This is an optimization exercise on Yosys and OpenROAD, whose aim is small area, not a production implementation. Function was checked by simulation only, so behaviour that the tests miss may differ from the original. No driver is modelled on the clock port, so clock power and skew are understated where the tree is cut down; a real chip needs a root buffer or a tree. Power and IR drop assume default switching activity.

// router
module router(
  input         clock, input resetn,
  input         pkt_valid, input [7:0] data_in,
  input         read_enb_0, input read_enb_1, input read_enb_2,
  output [7:0]  data_out_0, output [7:0] data_out_1, output [7:0] data_out_2,
  output        vld_out_0,  output vld_out_1,  output vld_out_2,
  output        err, output busy
);
Settings: LEC_CHECK=0, CAP_MARGIN=0, CORE_MARGIN=2, CORE_UTILIZATION=80, PLACE_DENSITY=0.85, SETUP_SLACK_MARGIN=0.08, SLEW_MARGIN=0, SYNTH_HIERARCHICAL=1, SYNTH_MINIMUM_KEEP_SIZE=0; clock period 3.2 ns.
standard.sh (not shown) runs the stock make flow with config.mk's settings and CLKGATE_MAP_FILE= SYNTH_SCRIPT=/design/flow/synth_recipe.tcl, a recipe that flattens the netlist after the stock synthesis.
==> flow/flow/run.sh <==
#!/bin/bash
# ORFS layout through the standard.sh, run on a copy of the ORFS scripts
# with two of them replaced:
#  - abc_speed.script: an area-oriented ABC mapping (flow/abc_area.script);
#    flip-flop mapping, flattening and naming are untouched, so the registers
#    are exactly the standard synthesis's;
#  - cts.tcl: a two-level clock tree (flow/cts.tcl) instead of TritonCTS.
# Port buffers use the smallest buffer cell.
set -euo pipefail
here=$(pwd)
rm -rf "$here/scripts_area"
cp -r "$FLOW_HOME/scripts" "$here/scripts_area"
cp "$here/flow/abc_area.script" "$here/scripts_area/abc_speed.script"
cp "$here/flow/cts.tcl" "$here/scripts_area/cts.tcl"
export BUFFER_PORTS_ARGS="-buffer_cell sky130_fd_sc_hd__buf_1"
export FLOW_CTS_MAX_SINKS=19
bash standard.sh SCRIPTS_DIR="$here/scripts_area" > standard.log 2>&1
==> flow/flow/cts.tcl <==
# ORFS's cts.tcl with clock_tree_synthesis replaced by a two-level clock tree:
# the clock port drives one root buffer, which drives one leaf buffer per
# cluster of flip-flops (k-means on the placed clock pins).
utl::set_metrics_stage "cts__{}"
source $::env(SCRIPTS_DIR)/load.tcl
source $::env(SCRIPTS_DIR)/lec_check.tcl
erase_non_stage_variables cts
load_design 3_place.odb 3_place.sdc
source_step_tcl PRE CTS

repair_clock_inverters

proc save_progress { stage } {
  puts "Run 'make gui_$stage.odb' to load progress snapshot"
  orfs_write_db $::env(RESULTS_DIR)/$stage.odb
  orfs_write_sdc $::env(RESULTS_DIR)/$stage.sdc
}

set_dont_use $::env(DONT_USE_CELLS)

proc build_clock_tree { clk_port leaf_master root_master max_sinks iters } {
  set db [ord::get_db]
  set block [ord::get_db_block]
  set bterm [$block findBTerm $clk_port]
  set clk_net [$bterm getNet]
  set sinks {}
  foreach it [$clk_net getITerms] {
    lappend sinks $it
  }
  set n [llength $sinks]
  set k [expr {int(ceil(double($n) / $max_sinks))}]
  puts "clock tree: $n sinks, $k leaf buffers"
  # sink positions
  set xs {}
  set ys {}
  foreach it $sinks {
    set bb [[$it getInst] getBBox]
    lappend xs [expr {([$bb xMin] + [$bb xMax]) / 2.0}]
    lappend ys [expr {([$bb yMin] + [$bb yMax]) / 2.0}]
  }
  # initial centres: sinks sorted by y then x, evenly picked
  set order [lsort -indices -real [lmap x $xs y $ys {expr {$y * 1e7 + $x}}]]
  set cx {}
  set cy {}
  for {set c 0} {$c < $k} {incr c} {
    set i [lindex $order [expr {int(($c + 0.5) * $n / $k)}]]
    lappend cx [lindex $xs $i]
    lappend cy [lindex $ys $i]
  }
  # capacity-limited k-means: each pass assigns sinks (nearest first) to the
  # nearest centre that still has room, then moves centres to their means
  for {set it 0} {$it < $iters} {incr it} {
    set pairs {}
    for {set i 0} {$i < $n} {incr i} {
      set x [lindex $xs $i]
      set y [lindex $ys $i]
      for {set c 0} {$c < $k} {incr c} {
        set d [expr {abs($x - [lindex $cx $c]) + abs($y - [lindex $cy $c])}]
        lappend pairs [list $d $i $c]
      }
    }
    set pairs [lsort -real -index 0 $pairs]
    set assign [lrepeat $n -1]
    set fill [lrepeat $k 0]
    foreach p $pairs {
      lassign $p d i c
      if {[lindex $assign $i] >= 0} { continue }
      if {[lindex $fill $c] >= $max_sinks} { continue }
      lset assign $i $c
      lset fill $c [expr {[lindex $fill $c] + 1}]
    }
    set sx [lrepeat $k 0.0]
    set sy [lrepeat $k 0.0]
    for {set i 0} {$i < $n} {incr i} {
      set c [lindex $assign $i]
      lset sx $c [expr {[lindex $sx $c] + [lindex $xs $i]}]
      lset sy $c [expr {[lindex $sy $c] + [lindex $ys $i]}]
    }
    for {set c 0} {$c < $k} {incr c} {
      set f [lindex $fill $c]
      if {$f > 0} {
        lset cx $c [expr {[lindex $sx $c] / $f}]
        lset cy $c [expr {[lindex $sy $c] / $f}]
      }
    }
  }
  # root buffer at the centre of the leaf buffers
  set lm [$db findMaster $leaf_master]
  set rm [$db findMaster $root_master]
  set rx 0.0
  set ry 0.0
  for {set c 0} {$c < $k} {incr c} {
    set rx [expr {$rx + [lindex $cx $c]}]
    set ry [expr {$ry + [lindex $cy $c]}]
  }
  set rx [expr {int($rx / $k)}]
  set ry [expr {int($ry / $k)}]
  set root [odb::dbInst_create $block $rm "clkbuf_root"]
  $root setLocation $rx $ry
  $root setPlacementStatus PLACED
  set root_net [odb::dbNet_create $block "clknet_root"]
  $root_net setSigType CLOCK
  [$root findITerm X] connect $root_net
  set leaves {}
  for {set c 0} {$c < $k} {incr c} {
    set leaf [odb::dbInst_create $block $lm "clkbuf_leaf_$c"]
    $leaf setLocation [expr {int([lindex $cx $c])}] [expr {int([lindex $cy $c])}]
    $leaf setPlacementStatus PLACED
    set net [odb::dbNet_create $block "clknet_leaf_$c"]
    $net setSigType CLOCK
    [$leaf findITerm X] connect $net
    [$leaf findITerm A] connect $root_net
    lappend leaves $net
  }
  for {set i 0} {$i < $n} {incr i} {
    set it [lindex $sinks $i]
    $it disconnect
    $it connect [lindex $leaves [lindex $assign $i]]
  }
  [$root findITerm A] connect $clk_net
  $clk_net setSigType CLOCK
}

build_clock_tree clock sky130_fd_sc_hd__clkbuf_8 sky130_fd_sc_hd__clkbuf_16 \
  $::env(FLOW_CTS_MAX_SINKS) 20
set_propagated_clock [all_clocks]

utl::push_metrics_stage "cts__{}__pre_repair_timing"
log_cmd estimate_parasitics -placement
if { $::env(DETAILED_METRICS) } {
  report_metrics 4 "cts pre-repair-timing"
}
utl::pop_metrics_stage

set_placement_padding -global \
  -left $::env(CELL_PAD_IN_SITES_DETAIL_PLACEMENT) \
  -right $::env(CELL_PAD_IN_SITES_DETAIL_PLACEMENT)

set result [catch { detailed_placement } msg]
if { $result != 0 } {
  save_progress 4_1_error
  error "Detailed placement failed in CTS: $msg"
}

log_cmd estimate_parasitics -placement
report_clock_skew
report_checks -path_delay max -group_path_count 1

if { !$::env(SKIP_CTS_REPAIR_TIMING) } {
  repair_timing_helper

  set result [catch { detailed_placement } msg]
  if { $result != 0 } {
    save_progress 4_1_error
    error "Detailed placement failed in CTS: $msg"
  }

  check_placement -verbose
}

report_metrics 4 "cts final"

source_step_tcl POST CTS

orfs_write_db $::env(RESULTS_DIR)/4_1_cts.odb
orfs_write_sdc $::env(RESULTS_DIR)/4_cts.sdc
Other scripts of this flow, unchanged in this note and not shown: flow/flow/abc_area.script
Then changed:
--- a/flow/flow/cts.tcl
+++ b/flow/flow/cts.tcl
@@ -124 +124 @@
-build_clock_tree clock sky130_fd_sc_hd__clkbuf_8 sky130_fd_sc_hd__clkbuf_16 \
+build_clock_tree clock sky130_fd_sc_hd__clkbuf_8 sky130_fd_sc_hd__clkbuf_8 \
- GPL_TIMING_DRIVEN: unset -> 0
Cell count came out lower by 0.62%.
Setup slack is worse by 0.12 ns.
Total power hardly moves.
Routed wire length came out higher by 1.8%.
Die area is unchanged.
Design area came out higher by 0.36%.
Synthesized cell count stays the same.
Fmax came out lower by 4.0%.
Hold slack is worse by 0.020 ns.
Utilization came out higher by 0.32 points.
In every run of this note, the design's own scripts or RTL, not TritonCTS, make the clock network.


router, a different RTL version from the one above (not shown whole).
Size: roughly 220 flip-flops, ~43 I/O pins, ~8300 um^2 of cells after synthesis.
==> flow/config.mk <==
export PLATFORM = sky130hd
export DESIGN_NAME = router
export DESIGN_NICKNAME = router
export VERILOG_FILES = /design/flow/design.v
export SDC_FILE = /design/flow/constraint.sdc
export NUM_CORES = 4
export LEC_CHECK = 0
export CAP_MARGIN = 0
export CORE_MARGIN = 2
export CORE_UTILIZATION = 80
export PLACE_DENSITY = 0.85
export SETUP_SLACK_MARGIN = 0.08
export SLEW_MARGIN = 0
export SYNTH_HIERARCHICAL = 1
export SYNTH_MINIMUM_KEEP_SIZE = 0
==> flow/constraint.sdc <==
create_clock -name core_clock -period 3.2 [get_ports {clock}]
set_input_delay 0.6400 -clock core_clock [delete_from_list [all_inputs] [get_ports {clock}]]
set_output_delay 0.6400 -clock core_clock [all_outputs]
set_load 0.01 [all_outputs]
==> flow/flow/run.sh <==
#!/bin/bash
# ORFS layout through the standard.sh, with three changes:
#  - synthesis maps logic with an area-oriented ABC script (flow/abc_area.script);
#    flip-flop mapping, flattening and naming are untouched, so the registers are
#    exactly the standard synthesis's;
#  - port buffers use the smallest buffer cell;
#  - a lean clock tree: fewer, mid-size clock buffers and no dummy loads.
set -euo pipefail
here=$(pwd)
rm -rf "$here/scripts_area"
cp -r "$FLOW_HOME/scripts" "$here/scripts_area"
cp "$here/flow/abc_area.script" "$here/scripts_area/abc_speed.script"
bash standard.sh SCRIPTS_DIR="$here/scripts_area" synth > synth.log 2>&1
export BUFFER_PORTS_ARGS="-buffer_cell sky130_fd_sc_hd__buf_1"
export CTS_ARGS="-sink_clustering_enable -repair_clock_nets -dont_use_dummy_load -buf_list sky130_fd_sc_hd__clkbuf_4 -sink_clustering_size 10 -sink_clustering_max_diameter 50"
bash standard.sh > standard.log 2>&1
==> flow/flow/abc_area.script <==
strash
dch -f
map -a
topo
The starting point produced a clean layout.
Rerun with:
==> flow/flow/run.sh (replaced) <==
#!/bin/bash
# Standard ORFS layout with a leaner clock tree and small port buffers.
export BUFFER_PORTS_ARGS="-buffer_cell sky130_fd_sc_hd__buf_1"
export CTS_ARGS="-sink_clustering_enable -repair_clock_nets -dont_use_dummy_load -buf_list sky130_fd_sc_hd__clkbuf_8 -sink_clustering_size 18 -sink_clustering_max_diameter 100"
bash standard.sh > standard.log 2>&1
Settings changed: CAP_MARGIN 0 to 20, CORE_UTILIZATION 80 to 60, PLACE_DENSITY 0.85 to 0.7, SETUP_SLACK_MARGIN 0.08 to default, SLEW_MARGIN 0 to 20.
removed: flow/flow/abc_area.script
After rerunning: Via count drops by a few percent; first-iteration DRC count shrinks by a quarter to a third; power falls slightly; worst setup slack is better by 0.083 ns; clock-buffer cell count goes down by 10; non-clock buffer count grows by 10; cell area grows slightly; wire length drops by a few percent; global-route usage falls by 8.9 points; hold slack gets better by 0.14 ns; synthesized area increases by a few percent.
Rerun with:
==> flow/flow/run.sh (replaced) <==
#!/bin/bash
# ORFS layout through the standard.sh, with three changes:
#  - synthesis maps logic with an area-oriented ABC script (flow/abc_area.script);
#    flip-flop mapping, flattening and naming are untouched, so the registers are
#    exactly the standard synthesis's;
#  - port buffers use the smallest buffer cell;
#  - a lean clock tree: fewer, mid-size clock buffers and no dummy loads.
set -euo pipefail
here=$(pwd)
rm -rf "$here/scripts_area"
cp -r "$FLOW_HOME/scripts" "$here/scripts_area"
cp "$here/flow/abc_area.script" "$here/scripts_area/abc_speed.script"
bash standard.sh SCRIPTS_DIR="$here/scripts_area" synth > synth.log 2>&1
export BUFFER_PORTS_ARGS="-buffer_cell sky130_fd_sc_hd__buf_1"
export CTS_ARGS="-sink_clustering_enable -repair_clock_nets -dont_use_dummy_load -root_buf sky130_fd_sc_hd__clkbuf_16 -buf_list sky130_fd_sc_hd__clkbuf_8 -sink_clustering_size 20 -sink_clustering_max_diameter 60"
bash standard.sh > standard.log 2>&1
==> flow/flow/abc_area.script (new file) <==
strash
dch -f
map -a
topo
Settings changed: CAP_MARGIN 20 to 0, CORE_UTILIZATION 60 to 80, PLACE_DENSITY 0.7 to 0.85, SETUP_SLACK_MARGIN from default to 0.08, SLEW_MARGIN 20 to 0.
After rerunning:
- The changed run ran to the end with no violations
- utilization came out higher by 22 points
- power came out higher slightly
- non-clock buffer count came out lower by 10
- die area came out lower by a quarter to a third
- via count came out higher by a few percent
- design area came out lower by a few percent
- setup slack loses 0.082 ns
Rerun with:
==> flow/flow/run.sh (replaced) <==
#!/bin/bash
# Standard ORFS layout with a leaner clock tree and small port buffers.
export BUFFER_PORTS_ARGS="-buffer_cell sky130_fd_sc_hd__buf_1"
export CTS_ARGS="-sink_clustering_enable -repair_clock_nets -dont_use_dummy_load -buf_list sky130_fd_sc_hd__clkbuf_16 -sink_clustering_size 30 -sink_clustering_max_diameter 200"
bash standard.sh > standard.log 2>&1
Settings changed: CAP_MARGIN 0 to 20, CORE_UTILIZATION 80 to 60, PLACE_DENSITY 0.85 to 0.7, SETUP_SLACK_MARGIN 0.08 to default, SLEW_MARGIN 0 to 20.
removed: flow/flow/abc_area.script
What happened: Core utilization drops by 22 points; cell count went up by 5.4%; wire length went down by 5.3%; total power went up by 2.0%; clock-buffer cell count goes down by 4; global-route usage came out lower by 8.6 points; worst setup slack improved by 0.13 ns; die area climbs by 37%.
Rerun with:
==> flow/flow/run.sh (replaced) <==
#!/bin/bash
# ORFS layout through the standard.sh, with three changes:
#  - synthesis maps logic with an area-oriented ABC script (flow/abc_area.script);
#    flip-flop mapping, flattening and naming are untouched, so the registers are
#    exactly the standard synthesis's;
#  - port buffers use the smallest buffer cell;
#  - a lean clock tree: fewer, mid-size clock buffers and no dummy loads.
set -euo pipefail
here=$(pwd)
rm -rf "$here/scripts_area"
cp -r "$FLOW_HOME/scripts" "$here/scripts_area"
cp "$here/flow/abc_area.script" "$here/scripts_area/abc_speed.script"
bash standard.sh SCRIPTS_DIR="$here/scripts_area" synth > synth.log 2>&1
export BUFFER_PORTS_ARGS="-buffer_cell sky130_fd_sc_hd__buf_1"
export CTS_ARGS="-sink_clustering_enable -repair_clock_nets -dont_use_dummy_load -buf_list sky130_fd_sc_hd__clkbuf_8 -sink_clustering_size 18 -sink_clustering_max_diameter 100"
bash standard.sh > standard.log 2>&1
==> flow/flow/abc_area.script (new file) <==
strash
dch -f
map -a
topo
Settings changed: CAP_MARGIN 20 to 0, CORE_UTILIZATION 60 to 80, PLACE_DENSITY 0.7 to 0.85, SLEW_MARGIN 20 to 0.
=> Via count rises by a few percent; cell area fell by a few percent; hold slack is worse by 0.044 ns; combinational power hardly moves; die area is lower by a quarter to a third; setup slack is worse by 0.23 ns; routed wire length came out higher by a little under a tenth.

[static timing again, ports no longer ideal]
The results above use ideal ports. As a check the final layouts listed here were re-extracted and re-timed, cells and wires unchanged. Step 1 assumes that a clkbuf_16 drives the clock port and a buf_2 every other input. Step 2, shift: input delay + t, output delay - t, t = (earliest + latest rising clock arrival at the registers) / 2. This alone moves slack from input paths to output paths. Slacks: ideal / step 1 / step 2; pairs: ideal / step 1.
run	t (ns)	setup WS [ns]	worst setup path at the end	slew at the worst register clock pin (ns)	worst slew at a driven data input, ns
the first run of note 1	0.409	0.291 / 0.250 / 0.569	input to register	0.11 / 0.11	0.04
the second run of note 1	0.484	0.170 / 0.135 / 0.156	input to register	0.11 / 0.11	0.04
the first run of note 2	0.639	0.159 / 0.120 / 0.759	register to output	0.12 / 0.12	0.03
the second run of note 2	0.520	0.241 / 0.203 / 0.708	input to register	0.11 / 0.11	0.04
the third run of note 2	0.481	0.159 / 0.121 / 0.602	register to output	0.12 / 0.12	0.04
the fourth run of note 2	0.487	0.291 / 0.248 / 0.720	input to register	0.12 / 0.12	0.04
the fifth run of note 2	0.500	0.065 / 0.030 / 0.530	register to output	0.11 / 0.11	0.03
After both steps every run listed still meets setup and hold. For the second run of note 1, which loses most, drivers alone change the setup slack by -0.035 ns; drivers and shift together by -0.014 ns.
